This design comes from an exercise in tuning for small area and a short achievable clock period on the open sky130 flow, not from production work. RTL that was checked went through simulation tests only; none was proved equivalent to the original.

== run C ==
==> flow/design.v <==
module spi(
    input clk,
    input rst,
    input ss,
    input mosi,
    output miso,
    input sck,
    output done,
    output done_next,
    input [7:0] din,
    output [7:0] dout
    );
reg mosi_d, mosi_q;
reg ss_d, ss_q;
reg sck_d, sck_q;
reg sck_old_d, sck_old_q;
reg [7:0] data_d, data_q;
reg done_d, done_q;
reg [2:0] bit_ct_d, bit_ct_q;
reg [7:0] dout_d, dout_q;
reg miso_d, miso_q;
assign miso = miso_q;
assign done = done_q;
assign done_next = done_d;
assign dout = dout_q;
always @(*) begin
    ss_d = ss;
    mosi_d = mosi;
    miso_d = miso_q;
    sck_d = sck;
    sck_old_d = sck_q;
    data_d = data_q;
    done_d = 1'b0;
    bit_ct_d = bit_ct_q;
    dout_d = dout_q;
    if (ss_q) begin
        bit_ct_d = 3'b0;
        data_d = din;
        miso_d = data_q[7];
    end else begin
        if (!sck_old_q && sck_q) begin  
            data_d = {data_q[6:0], mosi_q};
            bit_ct_d = bit_ct_q + 1'b1;
            if (bit_ct_q == 3'b111) begin
                dout_d = {data_q[6:0], mosi_q};
                done_d = 1'b1;
                data_d = din;
            end
        end else if (sck_old_q && !sck_q) begin  
            miso_d = data_q[7];
        end
    end
end
always @(posedge clk) begin
    if (!rst) begin
        done_q <= 1'b0;
        bit_ct_q <= 3'b0;
        dout_q <= 8'b0;
        miso_q <= 1'b1;
    end else begin
        done_q <= done_d;
        bit_ct_q <= bit_ct_d;
        dout_q <= dout_d;
        miso_q <= miso_d;
    end
    sck_q <= sck_d;
    mosi_q <= mosi_d;
    ss_q <= ss_d;
    data_q <= data_d;
    sck_old_q <= sck_old_d;
end
endmodule
module Edge(
   input wire        nReset,
   input wire        Clk,
   input wire        en,         
   input wire        en_next,    
   input wire [7:0]  PixelIn,
   output reg [7:0]  PixelOut
);
   parameter WIDTH  = 1000;
   parameter WIDTH2 = WIDTH*2;
   parameter BUFF   = WIDTH*2 + 10;
   parameter P      = 30;                  
   localparam NR    = BUFF / P;            
   reg [4:0] c;
   reg       pend;
   reg       sh;                           
   wire      req  = en | pend;
   wire [4:0] c_n = (sh || c == P-1) ? 5'd0 : c + 5'd1;
   always @(posedge Clk) begin
      if (!nReset) begin
         c    <= 5'd0;
         pend <= 1'b0;
         sh   <= 1'b0;
      end else begin
         c    <= c_n;
         pend <= req & ~sh;
         sh   <= (en_next | (req & ~sh)) & (c_n == 5'd0);
      end
   end
   reg [6*(BUFF+1)-1:0] pd;
   generate
      genvar i;
      for (i = 0; i <= BUFF; i = i + 1) begin : slot
         if (i == 0) begin : first
            always @(posedge Clk)
               pd[5:0] <= sh ? PixelIn[7:2] : pd[6*(P-1) +: 6];
         end else if (i == BUFF) begin : last
            always @(posedge Clk)
               pd[6*i +: 6] <= sh ? pd[6*(i-1) +: 6] : pd[6*i +: 6];
         end else if (i % P == 0) begin : head
            always @(posedge Clk)
               pd[6*i +: 6] <= sh ? pd[6*(i-1) +: 6] : pd[6*(i+P-1) +: 6];
         end else begin : body
            always @(posedge Clk)
               pd[6*i +: 6] <= pd[6*(i-1) +: 6];
         end
      end
   endgenerate
   wire [5:0] b0 = pd[6*(BUFF)          +: 6];
   wire [5:0] b1 = pd[6*(BUFF-1)        +: 6];
   wire [5:0] b2 = pd[6*(BUFF-2)        +: 6];
   wire [5:0] m0 = pd[6*(BUFF-WIDTH)    +: 6];
   wire [5:0] m2 = pd[6*(BUFF-WIDTH-2)  +: 6];
   wire [5:0] t0 = pd[6*(BUFF-WIDTH2)   +: 6];
   wire [5:0] t1 = pd[6*(BUFF-WIDTH2-1) +: 6];
   wire [5:0] t2 = pd[6*(BUFF-WIDTH2-2) +: 6];
   function [5:0] absd;
      input [5:0] a;
      input [5:0] b;
      absd = (a > b) ? a - b : b - a;
   endfunction
   reg [4:0] horz_bottom, horz_top, vert_left, vert_right;
   reg [5:0] horz_middle, vert_middle;
   always @(posedge Clk) begin
      if (sh) begin
         horz_bottom <= absd(b0, b2) >> 1;
         horz_middle <= absd(m0, m2);
         horz_top    <= absd(t0, t2) >> 1;
         vert_right  <= absd(b0, t0) >> 1;
         vert_middle <= absd(b1, t1);
         vert_left   <= absd(b2, t2) >> 1;
      end
   end
   reg [6:0] s_a, s_b;
   reg [5:0] s_c;
   always @(posedge Clk) begin
      s_a <= horz_bottom + horz_middle;
      s_b <= vert_middle + vert_left;
      s_c <= horz_top + vert_right;
      if (en) PixelOut <= s_a + s_b + s_c;
   end
endmodule
module mojo_top(
   input          clk,               
   input          rst_n,             
   input          mosi,
   output         miso,
   input          sclk,
   input          cs
);
   wire  [7:0] din;
   wire  [7:0] dout;
   wire        done;
   wire        done_next;
   spi spi(
      .clk  (clk     ),
      .rst  (rst_n   ),
      .ss   (cs      ),
      .mosi (mosi    ),
      .miso (miso    ),
      .sck  (sclk    ),
      .done (done    ),
      .done_next (done_next),
      .din  (din     ),
      .dout (dout    )
   );
   Edge Edge(
      .nReset     (rst_n   ),
      .Clk        (clk     ),
      .en         (done    ),
      .en_next    (done_next),
      .PixelIn    (dout    ),
      .PixelOut   (din     )
   );
endmodule
make LEC_CHECK=0 CAP_MARGIN=20 CORE_MARGIN=2 CORE_UTILIZATION=55 CTS_CLUSTER_DIAMETER=80 CTS_CLUSTER_SIZE=30 PLACE_DENSITY=0.65 SETUP_SLACK_MARGIN=2.5 SLEW_MARGIN=20 finish   # period 5.0 ns
run.sh (not shown) runs the stock make flow with config.mk's settings and CLKGATE_MAP_FILE= SYNTH_SCRIPT=/design/flow/synth_recipe.tcl, a recipe that flattens the netlist after the stock synthesis.
## Diff of input files: run B against run C
--- a/flow/design.v
+++ b/flow/design.v
@@ -86,46 +86,68 @@
    reg [4:0] c;
    reg       pend;
    reg       sh;                           
+   reg       shn;                          
    wire      req  = en | pend;
    wire [4:0] c_n = (sh || c == P-1) ? 5'd0 : c + 5'd1;
+   wire      sh_n = (en_next | (req & ~sh)) & (c_n == 5'd0);
    always @(posedge Clk) begin
       if (!nReset) begin
          c    <= 5'd0;
          pend <= 1'b0;
          sh   <= 1'b0;
+         shn  <= 1'b1;
       end else begin
          c    <= c_n;
          pend <= req & ~sh;
-         sh   <= (en_next | (req & ~sh)) & (c_n == 5'd0);
+         sh   <=  sh_n;
+         shn  <= ~sh_n;
       end
    end
    reg [6*(BUFF+1)-1:0] pd;
+   function [5:0] ringin;
+      input [5:0] prev;
+      input [5:0] tail;
+      input       take;
+      input       keep;
+      ringin = (prev & {6{take}}) | (tail & {6{keep}});
+   endfunction
    generate
       genvar i;
       for (i = 0; i <= BUFF; i = i + 1) begin : slot
          if (i == 0) begin : first
             always @(posedge Clk)
-               pd[5:0] <= sh ? PixelIn[7:2] : pd[6*(P-1) +: 6];
+               pd[5:0] <= ringin(PixelIn[7:2], pd[6*(P-1) +: 6], sh, shn);
          end else if (i == BUFF) begin : last
             always @(posedge Clk)
                pd[6*i +: 6] <= sh ? pd[6*(i-1) +: 6] : pd[6*i +: 6];
          end else if (i % P == 0) begin : head
             always @(posedge Clk)
-               pd[6*i +: 6] <= sh ? pd[6*(i-1) +: 6] : pd[6*(i+P-1) +: 6];
+               pd[6*i +: 6] <= ringin(pd[6*(i-1) +: 6], pd[6*(i+P-1) +: 6], sh, shn);
          end else begin : body
             always @(posedge Clk)
                pd[6*i +: 6] <= pd[6*(i-1) +: 6];
          end
       end
    endgenerate
-   wire [5:0] b0 = pd[6*(BUFF)          +: 6];
-   wire [5:0] b1 = pd[6*(BUFF-1)        +: 6];
-   wire [5:0] b2 = pd[6*(BUFF-2)        +: 6];
-   wire [5:0] m0 = pd[6*(BUFF-WIDTH)    +: 6];
-   wire [5:0] m2 = pd[6*(BUFF-WIDTH-2)  +: 6];
-   wire [5:0] t0 = pd[6*(BUFF-WIDTH2)   +: 6];
-   wire [5:0] t1 = pd[6*(BUFF-WIDTH2-1) +: 6];
-   wire [5:0] t2 = pd[6*(BUFF-WIDTH2-2) +: 6];
+   reg [5:0] b0, b1, b2, m0, m2, t0, t1, t2;
+   always @(posedge Clk) begin
+      if (sh_n) begin
+         b0 <= pd[6*tapi(BUFF) +: 6];
+         b1 <= pd[6*tapi(BUFF-1) +: 6];
+         b2 <= pd[6*tapi(BUFF-2) +: 6];
+         m0 <= pd[6*tapi(BUFF-WIDTH) +: 6];
+         m2 <= pd[6*tapi(BUFF-WIDTH-2) +: 6];
+         t0 <= pd[6*tapi(BUFF-WIDTH2) +: 6];
+         t1 <= pd[6*tapi(BUFF-WIDTH2-1) +: 6];
+         t2 <= pd[6*tapi(BUFF-WIDTH2-2) +: 6];
+      end
+   end
+   function integer tapi;
+      input integer k;
+      if (k == BUFF)        tapi = k;            
+      else if (k % P == 0)  tapi = k + P - 1;    
+      else                  tapi = k - 1;
+   endfunction
    function [5:0] absd;
       input [5:0] a;
       input [5:0] b;
@@ -134,14 +156,12 @@
    reg [4:0] horz_bottom, horz_top, vert_left, vert_right;
    reg [5:0] horz_middle, vert_middle;
    always @(posedge Clk) begin
-      if (sh) begin
-         horz_bottom <= absd(b0, b2) >> 1;
-         horz_middle <= absd(m0, m2);
-         horz_top    <= absd(t0, t2) >> 1;
-         vert_right  <= absd(b0, t0) >> 1;
-         vert_middle <= absd(b1, t1);
-         vert_left   <= absd(b2, t2) >> 1;
-      end
+      horz_bottom <= absd(b0, b2) >> 1;
+      horz_middle <= absd(m0, m2);
+      horz_top    <= absd(t0, t2) >> 1;
+      vert_right  <= absd(b0, t0) >> 1;
+      vert_middle <= absd(b1, t1);
+      vert_left   <= absd(b2, t2) >> 1;
    end
    reg [6:0] s_a, s_b;
    reg [5:0] s_c;
Results
Run C → run B: routed wire length increased by 12 mm relative to the old numbers; synthesized cell count increased by about 0.7% relative to the old numbers; horizontal extent of the die closely matched the old numbers.
Where total number of vias is concerned, run C is better than run B.
The worst hold slack of run B and that of run C are within noise of each other.
Compared with run C, run B shows a higher non-clock buffer count.
The run showing the greater met2 usage is run B.
Comparing relative slew slack for run C and run B, the smaller number came from run B.
Run B vs. run C: die area was more or less identical, relative area of non-clock buffer cells in the final design has remained practically unchanged.
Run B completed; timing, DRC and antenna clean
Only the layout flow was run in run B; the RTL was not checked for function there.

static timing again, ports no longer ideal:
In the flow no input, the clock included, has a driving cell. The finished layouts below were timed again as built, in two steps.
Step 1 sets driving cells, clkbuf_16 on the clock port and buf_2 on the other inputs (assumed; they add their load-dependent delay and slew).
Step 2 moves the port delays by t, midway between the first and last clock arrival at a register: inputs arrive t later, outputs are due t later. That takes back most of the time a late clock gives input paths.
Slacks: ideal / step 1 / step 2; pairs: ideal / step 1.
| run | t, ns | slack for setup (ns) | worst hold slack (ns) | latest minus earliest clock arrival (ns) | cell pins on the clock port's net |
|---|---|---|---|---|---|
| run C | 1.094 | 2.557 / 2.449 / 2.594 | 0.296 / 0.296 / 0.296 | 0.063 / 0.064 | 1 |
| run B | 1.090 | 2.547 / 2.444 / 2.563 | 0.298 / 0.298 / 0.298 | 0.075 / 0.076 | 1 |
After both steps setup and hold are still met in every run listed.
